Source: an optimization exercise on an open RTL-to-GDS flow (aim: small area). Production flows keep margins and buffers that such runs may drop.
The RTL was checked by simulation tests, not by an equivalence proof against the original design.
Power is estimated from default activity; no workload was simulated.

<file path="flow/run.sh">
#!/bin/bash
# synth_recipe.tcl (not shown) runs the flow's synth.tcl, then flattens the netlist and writes it again
# the make line also repeats each setting of config.mk as NAME=value (left out here)
make -C /OpenROAD-flow-scripts/flow DESIGN_CONFIG=/design/flow/config.mk WORK_HOME=/design/flow/orfs CLKGATE_MAP_FILE= SYNTH_SCRIPT=/design/flow/synth_recipe.tcl finish
</file>
<file path="flow/config.mk">
export PLATFORM = sky130hd
export DESIGN_NAME = tamagotchi_top
export DESIGN_NICKNAME = tamagotchi_top
export VERILOG_FILES = /design/flow/design.v
export SDC_FILE = /design/flow/constraint.sdc
export NUM_CORES = 4
export LEC_CHECK = 0
export CAP_MARGIN = 20
export CORE_MARGIN = 2
export CORE_UTILIZATION = 40
export SLEW_MARGIN = 20
</file>
<file path="flow/constraint.sdc">
create_clock -name core_clock -period 10.0 [get_ports {clk}]
set_input_delay 2.0000 -clock core_clock [delete_from_list [all_inputs] [get_ports {clk}]]
set_output_delay 2.0000 -clock core_clock [all_outputs]
set_load 0.01 [all_outputs]
</file>
<file path="flow/design.v">
module tamagotchi_top (
    input        clk,
    input        reset,        
    input        btn_salud,    
    input        btn_ali,      
    input        btn_reset,    
    input        btn_test,     
    input        ult,          
    input        gyro,         
    output       rs,
    output       rw,
    output       enable,
    output [7:0] data,
    output [6:0] seg_display,
    output       clk_out,
    output       an,
    output       tstled
);
    reg [4:0] div;
    always @(posedge clk) begin
        if (!reset) div <= 5'd0;
        else        div <= div + 5'd1;
    end
    assign clk_out = div[4];
    assign enable  = div[2];
    wire fsm_tick = (div == 5'b01111);
    wire lcd_tick = (div[2:0] == 3'b011);
    wire [3:0] display_out;
    wire [1:0] display_out2;
    tamagotchi_fsm U_tamagotchi (
        .clk(clk),
        .reset(reset),
        .tick(fsm_tick),
        .btn_salud(btn_salud),
        .btn_ali(btn_ali),
        .ult(ult),
        .gyro(gyro),
        .btn_reset(btn_reset),
        .btn_test(btn_test),
        .display_out(display_out),
        .display_out2(display_out2),
        .seg_display(seg_display),
        .an(an),
        .tstled(tstled)
    );
    bucleEspera U_bucleEspera (
        .clk(clk),
        .reset(reset),
        .tick(lcd_tick),
        .select_figures(display_out),
        .sleep(display_out2),
        .rs(rs),
        .rw(rw),
        .data(data)
    );
endmodule
module tamagotchi_fsm (
    input wire btn_salud,
    input wire btn_ali,
    input wire ult,
    input wire gyro,
    input wire btn_reset,
    input wire btn_test,
    input wire clk,
    input wire reset,    
    input wire tick,     
    output wire [3:0] display_out,
    output reg  [1:0] display_out2,
    output wire [6:0] seg_display,
    output wire an,
    output wire tstled
    );
    reg [3:0] nivel_salud, nivel_energia, nivel_hambre, nivel_diversion;
    reg [4:0] timer_salud, timer_energia, timer_hambre, timer_diversion;
    reg [7:0] timer_diversion2, timer_energia2;
    reg energia_tst, diversion_tst;    
    reg test_mode, dead_mode;
    reg d3, d1, d0;                    
    reg [3:0] seg_lvl;                 
    wire d2 = (seg_lvl >= 4'd5);
    assign display_out = {d3, d2, d1, d0};
    assign an = 1'b0;
    assign tstled = ~test_mode;
    wire R = ~btn_reset;
    wire T = ~btn_test;
    wire S = ~btn_salud;
    wire A = ~btn_ali;
    wire U = ult;
    wire G = ~gyro;             
    wire tm = test_mode;
    wire dm = dead_mode;
    wire nrm = ~dm & ~tm;       
    wire s1 = (nivel_salud == 4'd1);
    wire e1 = (nivel_energia == 4'd1);
    wire h1 = (nivel_hambre == 4'd1);
    wire v1 = (nivel_diversion == 4'd1);
    wire disp0000 = (display_out == 4'b0000);
    wire disp0100 = (display_out == 4'b0100);
    wire disp0010 = (display_out == 4'b0010);
    wire disp0110 = (display_out == 4'b0110);
    wire disp0011 = (display_out == 4'b0011);
    wire disp0111 = (display_out == 4'b0111);
    wire disp0001 = (display_out == 4'b0001);
    wire disp0101 = (display_out == 4'b0101);
    wire tv_ok = (timer_diversion2 > 8'd2);
    wire te_ok = (timer_energia2 > 8'd2);
    wire tv_fire = tm & U & (diversion_tst ? disp0111 : disp0011) & tv_ok;   
    wire te_fire = tm & G & (energia_tst ? disp0101 : disp0001) & te_ok;    
    wire s_inc = nrm & S & (nivel_salud < 4'd5 ? disp0000 : (nivel_salud != 4'd10 & disp0100));
    wire h_inc = nrm & A & (nivel_hambre < 4'd5 ? disp0010 : (nivel_hambre != 4'd10 & disp0110));
    wire v_inc = nrm & U & (timer_diversion2 == 8'd6) &
                 (nivel_diversion < 4'd5 ? disp0011 : (nivel_diversion != 4'd10 & disp0111));
    wire e_inc = nrm & G & (display_out2 == 2'b01) & (timer_energia2 == 8'd12) & (nivel_energia != 4'd10);
    wire s_dec = ~tm & (timer_salud == 5'd24) & ~s1;
    wire h_dec = ~tm & (timer_hambre == 5'd24) & ~h1;
    wire v_dec = ~tm & (timer_diversion == 5'd24) & ~v1;
    wire e_run = ~tm & ~G & ~dm;        
    wire e_dec = e_run & (timer_energia == 5'd24) & ~e1;
    wire act = tm | ~dm;                 
    always @(posedge clk) begin
        if (!reset) begin
            nivel_salud <= 4'd3;
            nivel_energia <= 4'd4;
            nivel_hambre <= 4'd5;
            nivel_diversion <= 4'd6;
            timer_salud <= 0;
            timer_energia <= 0;
            timer_hambre <= 0;
            timer_diversion <= 0;
            timer_diversion2 <= 0;
            timer_energia2 <= 0;
            d3 <= 1'b1; d1 <= 1'b0; d0 <= 1'b0;
            display_out2 <= 2'b00;
            dead_mode <= 1'b0;
            test_mode <= 1'b0;
            seg_lvl <= 4'd0;
            energia_tst <= 1'b0;
            diversion_tst <= 1'b0;
        end else if (tick) begin
            if (tm & S & ~s1 & disp0100)      nivel_salud <= 4'd1;
            else if (tm & S & s1 & disp0000)  nivel_salud <= 4'd10;
            else if (s_dec)                   nivel_salud <= nivel_salud - 4'd1;
            else if (s_inc)                   nivel_salud <= nivel_salud + 4'd1;
            else if (T)                       nivel_salud <= 4'd1;
            else if (R)                       nivel_salud <= 4'd8;
            if (tm & A & ~h1 & disp0110)      nivel_hambre <= 4'd1;
            else if (tm & A & h1 & disp0010)  nivel_hambre <= 4'd10;
            else if (h_dec)                   nivel_hambre <= nivel_hambre - 4'd1;
            else if (h_inc)                   nivel_hambre <= nivel_hambre + 4'd1;
            else if (T)                       nivel_hambre <= 4'd1;
            else if (R)                       nivel_hambre <= 4'd8;
            if (tv_fire)                      nivel_diversion <= diversion_tst ? 4'd1 : 4'd10;
            else if (v_dec)                   nivel_diversion <= nivel_diversion - 4'd1;
            else if (v_inc)                   nivel_diversion <= nivel_diversion + 4'd1;
            else if (T)                       nivel_diversion <= 4'd1;
            else if (R)                       nivel_diversion <= 4'd8;
            if (te_fire)                      nivel_energia <= energia_tst ? 4'd1 : 4'd10;
            else if (e_dec)                   nivel_energia <= nivel_energia - 4'd1;
            else if (e_inc)                   nivel_energia <= nivel_energia + 4'd1;
            else if (T)                       nivel_energia <= 4'd1;
            else if (R)                       nivel_energia <= 4'd8;
            if (~tm)                          timer_salud <= (timer_salud == 5'd24 | s1) ? 5'd0 : timer_salud + 5'd1;
            else if (R)                       timer_salud <= 5'd0;
            if (~tm)                          timer_hambre <= (timer_hambre == 5'd24 | h1) ? 5'd0 : timer_hambre + 5'd1;
            else if (R)                       timer_hambre <= 5'd0;
            if (~tm)                          timer_diversion <= (timer_diversion == 5'd24 | v1) ? 5'd0 : timer_diversion + 5'd1;
            else if (R)                       timer_diversion <= 5'd0;
            if (e_run)                        timer_energia <= (timer_energia == 5'd24 | e1) ? 5'd0 : timer_energia + 5'd1;
            else if (R)                       timer_energia <= 5'd0;
            if (tv_fire | v_inc)              timer_diversion2 <= 8'd0;
            else if (U & act)                 timer_diversion2 <= timer_diversion2 + 8'd1;
            if (te_fire | e_inc)              timer_energia2 <= 8'd0;
            else if (G & act)                 timer_energia2 <= timer_energia2 + 8'd1;
            if (tv_fire)                      diversion_tst <= ~diversion_tst;
            else if (R)                       diversion_tst <= 1'b0;
            if (te_fire)                      energia_tst <= ~energia_tst;
            else if (R)                       energia_tst <= 1'b0;
            if (act & G)                      {d3, d1, d0} <= 3'b001;
            else if (act & U)                 {d3, d1, d0} <= 3'b011;
            else if (act & A)                 {d3, d1, d0} <= 3'b010;
            else if (act & S)                 {d3, d1, d0} <= 3'b000;
            else if (R)                       {d3, d1, d0} <= 3'b100;
            if (~tm & ~G)                     display_out2 <= dm ? 2'b11 : 2'b00;
            else if (nrm & G)                 display_out2 <= 2'b01;
            else if (R | T)                   display_out2 <= 2'b00;
            if (T)                            test_mode <= 1'b1;
            else if (R)                       test_mode <= 1'b0;
            if (s1 & e1 & h1 & v1 & ~tm)      dead_mode <= 1'b1;
            else if (R | T)                   dead_mode <= 1'b0;
            case (display_out[1:0])
                2'b00: seg_lvl <= nivel_salud;
                2'b01: seg_lvl <= nivel_energia;
                2'b10: seg_lvl <= nivel_hambre;
                default: seg_lvl <= nivel_diversion;
            endcase
        end
    end
    localparam [111:0] SEG_TABLE = 112'b1111111111111111111111111111111111100010000010000000000011110000000010001001000110010110000010010011110011111111;
    assign seg_display = SEG_TABLE[seg_lvl * 7 +: 7];
endmodule
module bucleEspera (
    input clk,
    input reset,                  
    input tick,                   
    input [3:0] select_figures,
    input [1:0] sleep,
    output reg rs,
    output rw,
    output reg [7:0] data
);
localparam M_INIT   = 3'd0;   
localparam M_CC0    = 3'd1;   
localparam M_SV     = 3'd2;   
localparam M_CREATE = 3'd3;   
localparam M_CC1    = 3'd4;   
localparam M_SCW    = 3'd5;   
localparam M_WAIT   = 3'd6;   
localparam C_ZERO = 3'd0, C_FELIZ = 3'd1, C_TRISTE = 3'd2, C_NEUTRO = 3'd3,
           C_DORMIDO = 3'd4, C_MUERTO = 3'd5;
localparam L_ZERO = 3'd0, L_SALUD = 3'd1, L_ENERGIA = 3'd2, L_COMIDA = 3'd3,
           L_DIVERSION = 3'd4, L_ZZZ = 3'd5, L_MUERTE = 3'd6;
reg [2:0] mode;
reg [5:0] n;
reg t;
reg change;
reg [2:0] sel1, sel2;
localparam [511:0] ROM_CAT0 = 512'h000000000000000000000000000000000a808040000220010a808040000220010a809040000220010a808840000220010a809040000220010000000000000000;
localparam [511:0] ROM_CAT1 = 512'h00000000000000000000000000000000159585200004200115b981200084a001158390200084200115838820008420011593a020008420010000000000000000;
localparam [511:0] ROM_CAT2 = 512'h0000000000000000000000000000000010b28210fe1818fe10a98110fe9898fe10939310fe9898fe10b3b310fe9898fe10a3a310fe9898fe0000000000000000;
localparam [511:0] ROM_CAT3 = 512'h0000000000000000000000000000000020b585150120040020b9811501a084002090831501208400208883150120840020a09315012084000000000000000000;
localparam [511:0] ROM_CAT4 = 512'h000000000000000000000000000000004090800a012002004080800a012002004090800a012002004088800a012002004090800a012002000000000000000000;
localparam [511:0] ROM_LVL0 = 512'h0000000000000000808080000004080000000000000000000002040000623c0001086700e004000000414000002c080000100800f80202000000000000000000;
localparam [511:0] ROM_LVL1 = 512'h0000000000000000808eff000012f000000000008c008c0000020400400c2000020884001804000000433f00006af00001200400040402000000000000000000;
localparam [511:0] ROM_LVL2 = 512'h0000000000000000808c8000007a0000001300139400940000040400b002270004088400040800000047000000ca000002400200120802000000000000000000;
localparam [511:0] ROM_LVL3 = 512'h0000000000000000ff8e8000f012000000150015a400a400000402000c02280004086400043000003f4d0000f08a0000042001000a0404000000000000000000;
localparam [511:0] ROM_LVL4 = 512'h0000000000000000808080000804000000190019c400c400010401006222f0000818180004c0000040490000080c0000081000000202f8000000000000000000;
wire [4:0] row1 = {ROM_CAT4[{sel1, n}], ROM_CAT3[{sel1, n}], ROM_CAT2[{sel1, n}],
                   ROM_CAT1[{sel1, n}], ROM_CAT0[{sel1, n}]};
wire [4:0] row2 = {ROM_LVL4[{sel2, n}], ROM_LVL3[{sel2, n}], ROM_LVL2[{sel2, n}],
                   ROM_LVL1[{sel2, n}], ROM_LVL0[{sel2, n}]};
assign rw = 1'b0;
always @(*) begin
    rs = 1'b0;
    data = 8'h00;
    case (mode)
        M_INIT: case (n[1:0])
            2'd1: data = 8'h38;
            2'd2: data = 8'h0C;
            2'd3: data = 8'h01;
            default: data = 8'h00;
        endcase
        M_CC0, M_SV: data = 8'h01;
        M_CREATE: if (!t) data = {2'b01, n[5:3], 3'b000};
                  else begin rs = 1'b1; data = {3'b000, change ? row2 : row1}; end
        M_CC1: data = 8'h0C;
        M_SCW: if (!t) data = {1'b1, n[2], 3'b000, change, n[1:0]};
               else begin rs = 1'b1; data = {5'b00000, n[2:0]}; end
        M_WAIT: if (!t) rs = 1'b1;
                else data = 8'hC4;
        default: ;
    endcase
end
always @(posedge clk) begin
    if (!reset) begin
        mode <= M_INIT;
        n <= 6'd0;
        t <= 1'b0;
        change <= 1'b0;
        sel1 <= C_ZERO;
        sel2 <= L_ZERO;
    end else if (tick) begin
        case (mode)
            M_INIT: begin
                if (n[1:0] == 2'd3) begin
                    mode <= M_CC0; n <= 6'd0;
                end else n <= n + 6'd1;
            end
            M_CC0: begin
                mode <= M_SV;
                if (sleep == 2'b01) begin
                    sel1 <= C_DORMIDO; sel2 <= L_ZZZ;
                end else if (sleep == 2'b11) begin
                    sel1 <= C_MUERTO; sel2 <= L_MUERTE;
                end else begin
                    case (select_figures[3:2])
                        2'b01: sel1 <= C_FELIZ;
                        2'b00: sel1 <= C_TRISTE;
                        2'b10: sel1 <= C_NEUTRO;
                        default: ;
                    endcase
                    if (select_figures[3:2] == 2'b10) sel2 <= L_ZERO;
                    else case (select_figures[1:0])
                        2'b00: sel2 <= L_SALUD;
                        2'b01: sel2 <= L_ENERGIA;
                        2'b10: sel2 <= L_COMIDA;
                        default: sel2 <= L_DIVERSION;
                    endcase
                end
            end
            M_SV: begin
                mode <= M_CREATE; n <= 6'd0; t <= 1'b0;
            end
            M_CREATE: begin
                if (!t) t <= 1'b1;
                else if (n == 6'd62) begin
                    mode <= M_CC1; n <= 6'd0; t <= 1'b0;
                end else begin
                    n <= n + 6'd1;
                    if (n[2:0] == 3'd7) t <= 1'b0;
                end
            end
            M_CC1: begin
                mode <= M_SCW; n <= 6'd0; t <= 1'b0;
            end
            M_SCW: begin
                if (!t) t <= 1'b1;
                else begin
                    t <= 1'b0;
                    if (n[2:0] == 3'd7) begin
                        mode <= M_WAIT; n <= 6'd0; change <= ~change;
                    end else n <= n + 6'd1;
                end
            end
            M_WAIT: begin
                if (!t) begin
                    if (n == 6'd25) begin
                        mode <= M_CC0; n <= 6'd0;
                    end else t <= 1'b1;
                end else begin
                    t <= 1'b0; n <= n + 6'd1;
                end
            end
            default: mode <= M_INIT;
        endcase
    end
end
endmodule
</file>
==> impl_metrics.toml <==
[drt]
vias = 8732
drt_iter0_drc = 1010
wirelength_um = 26800
dr.pass1.iters = 6
drc = 0
vias_per_cell = 6.19
avgRoutedWirePerCell_um = 19.0
final_antenna_net_count = 0

[setup_path]
worstSetupPathType = "reg -> out"
r2r_slack_ns = 6.46
worst_ep_required_time_ns = 8.00
cpPeakStageDelay_ns = 0.74
path_cells = "inv_1 > ha_1 > nor2b_1 > a22oi_1 > a2111oi_0 > a311oi_1 > a2111oi_0 > a31o_2 > clkdlybuf4s50_1"
reg2regPathDepth = 8
r2r_start = "U_bucleEspera.n[0]"
endpoint_kind = "primary output"
crit_fanout = 20
critPathLaunchType = "register"
cp_data_arrival_time_ns = 4.41
crit_path_frequent_cell = "a2111oi_0"
reg2reg_to = "U_bucleEspera.n[3]"
crit_path_top_delay_cell = "nor2b_1"

[clock_network]
path_clk_slew_ns = 0.07
cts_setup_buffers = 0
clk-insertion-delay-late_ns = 0.36
cts_buffer_depth = 2
h-tree-depth = 3
post_cts_resized = 0
root_buffer = "clkbuf_16"
numCtsBuffers = 9
cts_sinks = 87
tritoncts = "yes"
hold_buffers = 0

[power]
seqPwrFrac = 0.477
switchingPower_uw = 196
leakagePower_nw = 3.04
switching_share = 0.267
clkPwrFrac = 0.446
pwr_density_cell_nw_per_um2 = 83.5
p_int_uw = 538
comb_power_share = 0.077
vdd_ir_drop_max_v = 0.0000688

[synthesis]
ys_top_cells_by_area = "dfxtp_1 (21%), ha_1 (8.9%), nor2_1 (6.7%)"
synth-seq-area-share = 0.213
synth-async-reset-ratio = 0
synth_adder_area_share = 0.0886
synth_area_um2 = 8190
synth_top_area_cell = "dfxtp_1"
synthDistinctLibCells = 79
synth-compound-area-share = 0.299
ys_ff_latch = 87
synth_flop_cell = "dfxtp_1"
synthCells = 1178
yosysWarnings = 3
synth-xor-area-share = 0.0353
yosys.area_share.simple = 0.272
synth_edf_count = 0
synthMuxAreaShare = 0.0211
synth_top_cell_area_share = 0.213
synth_top_family_by_area = "compound AO/OA/AOI/OAI gates"
avgSynthCellArea_um2 = 6.96

[final_layout]
area_growth_pct = 7.30
final_net_count = 1202
drive_gt1_frac = 0.0394
final_cells = 1411
diodes = 0

[floorplanning]
chipHeight_um = 147
dieArea_um2 = 21600
initial_core_util = 0.406
rows = 52
ios = 29
die_w_um = 147
design.core.area_um2 = 20200

[outcome]
outcome = "finished clean"

[global_route]
grt_max_degree = 67
gr-usage-met3 = 0.0401
top_usage_layer = "met2"
grt_util_met1 = 0.315
grt-ovfl-total = 0
met2_usage = 0.377
grt_pass1_wl_um = 42400
grt_pass1_vias = 7984
antenna_found_initial = 0
grt_util_all_layers = 0.241

[sta]
clock_skew_ns = 0.0135
finalSetupViolCount = 0
rsz0062_at_grt = "false"
setup_tns_ns = 0
fin_crit_ns = 6.41
finalCritPeriodShare = 0.641
tightestPinTransition_ns = 1.00
worst_slew_margin_rel = 0.327
hold-worst-slack_ns = 0.451
fmax_mhz = 156
report.final.hold_viol_count = 0
slew_violations = 0

[worst_hold_path]
hold_class = "reg -> reg"
min_to = "div[0]"
min_from = "div[0]"
worstHoldPathCells = 1

[placement]
io_buffers = 26
dp_hpwl_um = 18800
gp_congestion = 0.994
dp.cells = 1395

[run]
drv_cap = 0
metrics by stage:
| stage | power, mW | setup WS, ns | area [um^2] | util |
|---|---|---|---|---|
| after floorplan | 0.394 | 5.49 | 8200 | - |
| after global placement | 0.413 | 4.16 | 8510 | 0.422 |
| after detailed placement | 0.413 | 4.06 | 8510 | 0.422 |
| after CTS | 0.743 | 3.66 | 8790 | 0.436 |
| after global routing | 0.761 | 3.19 | 8790 | 0.436 |
| final | 0.734 | 3.59 | 8790 | 0.436 |
placed cells by master (no fill, tap or decap), types with 8 or more instances in the layout:
| cell | instances |
|---|---|
| o21ai_0 | 107 |
| xnor2_1 | 17 |
| xor2_1 | 16 |
| or3_1 | 8 |
| inv_1 | 53 |
| nor3_1 | 30 |
| nand4_1 | 14 |
| nor2b_1 | 20 |
| mux2i_1 | 15 |
| a211oi_1 | 15 |
| nor3b_1 | 8 |
| nand2_1 | 104 |
| buf_4 | 11 |
| clkbuf_16 | 9 |
| a311oi_1 | 10 |
| a31oi_1 | 20 |
| nor2_1 | 147 |
| a22oi_1 | 10 |
| a21oi_1 | 97 |
| o22ai_1 | 13 |
| nand2b_1 | 24 |
| dfxtp_1 | 85 |
| and3_1 | 14 |
| and2_1 | 16 |
| o211ai_1 | 12 |
| nand3_1 | 32 |
| o31ai_1 | 8 |
| clkdlybuf4s50_1 | 26 |
| ha_1 | 58 |
| nor4_1 | 8 |
cells in the mapped netlist, types with 7 or more instances:
cell and n:
a211oi_1 15, a21oi_1 97, a22oi_1 10, a311oi_1 10, a31oi_1 20, and2_1 16
and3_1 14, buf_2 17, clkbuf_1 66, dfxtp_1 87, ha_1 58, inv_1 53
mux2i_1 15, nand2_1 104, nand2b_1 24, nand3_1 32, nand4_1 14, nand4b_1 7
nor2_1 147, nor2b_1 20, nor3_1 30, nor3b_1 8, nor4_1 8, o211ai_1 12
o21ai_0 108, o22ai_1 13, o31ai_1 8, or3_1 8, xnor2_1 17, xor2_1 16
power by group through the flow:
stage          sequential (mW)  clock (mW)  combinational (mW)
6_report                 0.350       0.328              0.0562
5_1_grt                  0.351       0.351              0.0602
4_1_cts                  0.350       0.338              0.0545
3_5_place_dp             0.358           0              0.0545
3_3_place_gp             0.358           0              0.0548
2_1_floorplan            0.357           0              0.0366
metal layers:
metal / wire (um) / part of all wire / vias to the layer above
met2: 11800 / 0.44 / 446
met3: 2110 / 0.079 / 107
li1: - / - / 4166
met5: 0 / 0 / -
met1: 11600 / 0.43 / 4013
met4: 1400 / 0.052 / 0
state kept, by name, summed over array words and instances, names as in the netlist, 2 cells and up:
register / cells
U_bucleEspera.n: 6
U_bucleEspera.mode: 3
U_tamagotchi.nivel_salud: 4
U_tamagotchi.timer_diversion: 5
U_tamagotchi.display_out2: 2
U_tamagotchi.seg_lvl: 4
div: 5
U_tamagotchi.nivel_hambre: 4
U_tamagotchi.timer_salud: 5
U_tamagotchi.timer_diversion2: 8
U_tamagotchi.timer_energia: 5
U_tamagotchi.nivel_energia: 4
U_tamagotchi.timer_hambre: 5
U_bucleEspera.sel1: 3
U_tamagotchi.timer_energia2: 8
U_bucleEspera.sel2: 3
U_tamagotchi.nivel_diversion: 4
critical path: cells and delay by family (launching register included):
kind / cells / cell delay (ns)
AO/OA/AOI/OAI: 5 / 1.44
buffers and inverters: 2 / 0.82
AND/OR/NAND/NOR: 1 / 0.74
flip-flops: 1 / 0.55
adder cells (fa/ha/maj): 1 / 0.50
worst max-delay path by stage:
| stage | startpoint | end | slack, ns | cells after the start |
|---|---|---|---|---|
| floorplan | U_bucleEspera.n[2] | data[1] | 5.49 | 12 |
| global placement | U_bucleEspera.n[0] | data[1] | 4.16 | 10 |
| detailed placement | U_bucleEspera.n[0] | data[1] | 4.06 | 9 |
| CTS | U_bucleEspera.n[0] | data[1] | 3.66 | 9 |
| global route | U_bucleEspera.n[0] | data[1] | 3.19 | 9 |
| finish | U_bucleEspera.n[0] | data[1] | 3.59 | 9 |
kinds of logic after synthesis:
| logic type | Yosys count |
|---|---|
| AOI/OAI and AO/OA | 380 |
| buffers and inverters | 147 |
| and+or+nand+nor | 455 |
| muxes | 17 |
| xor gates and xnor gates | 33 |
| other | 1 |
| adders and majority gates | 58 |
| DFF | 87 |
final cells by class:
| type | count | area, um^2 |
|---|---|---|
| clock inverter | 6 | 52.6 |
| inverter | 56 | 210 |
| timing repair buffer | 37 | 343 |
| fill | 2081 | 11400 |
| sequential | 87 | 1740 |
| multi-input combinational | 945 | 5880 |
| tap | 270 | 338 |
| clock buffer | 10 | 229 |

==> port drivers added, routing unchanged <==
The results above use ideal ports. As a check the final layout listed here was re-extracted and re-timed, cells and wires unchanged.
Step 1: set_driving_cell puts a clkbuf_16 on clk and a buf_2 on each other input, an assumption about the parent block.
Step 2 moves the port delays by t, midway between the first and last clock arrival at a register: inputs arrive t later, outputs are due t later. That takes back most of the time a late clock gives input paths.
Three values: no drivers, after step 1, after step 2; two values: the first two.
shift t [ns]: 0.393
setup WS [ns]: 3.594 / 3.550 / 3.943
worst hold slack (ns): 0.451 / 0.451 / 0.451
worst setup path at the end: register to output
clock arrival spread, ns: 0.014 / 0.014
After both steps setup and hold are still met in this run. For this run, drivers alone change the setup slack by -0.044 ns; drivers and shift together by +0.349 ns.
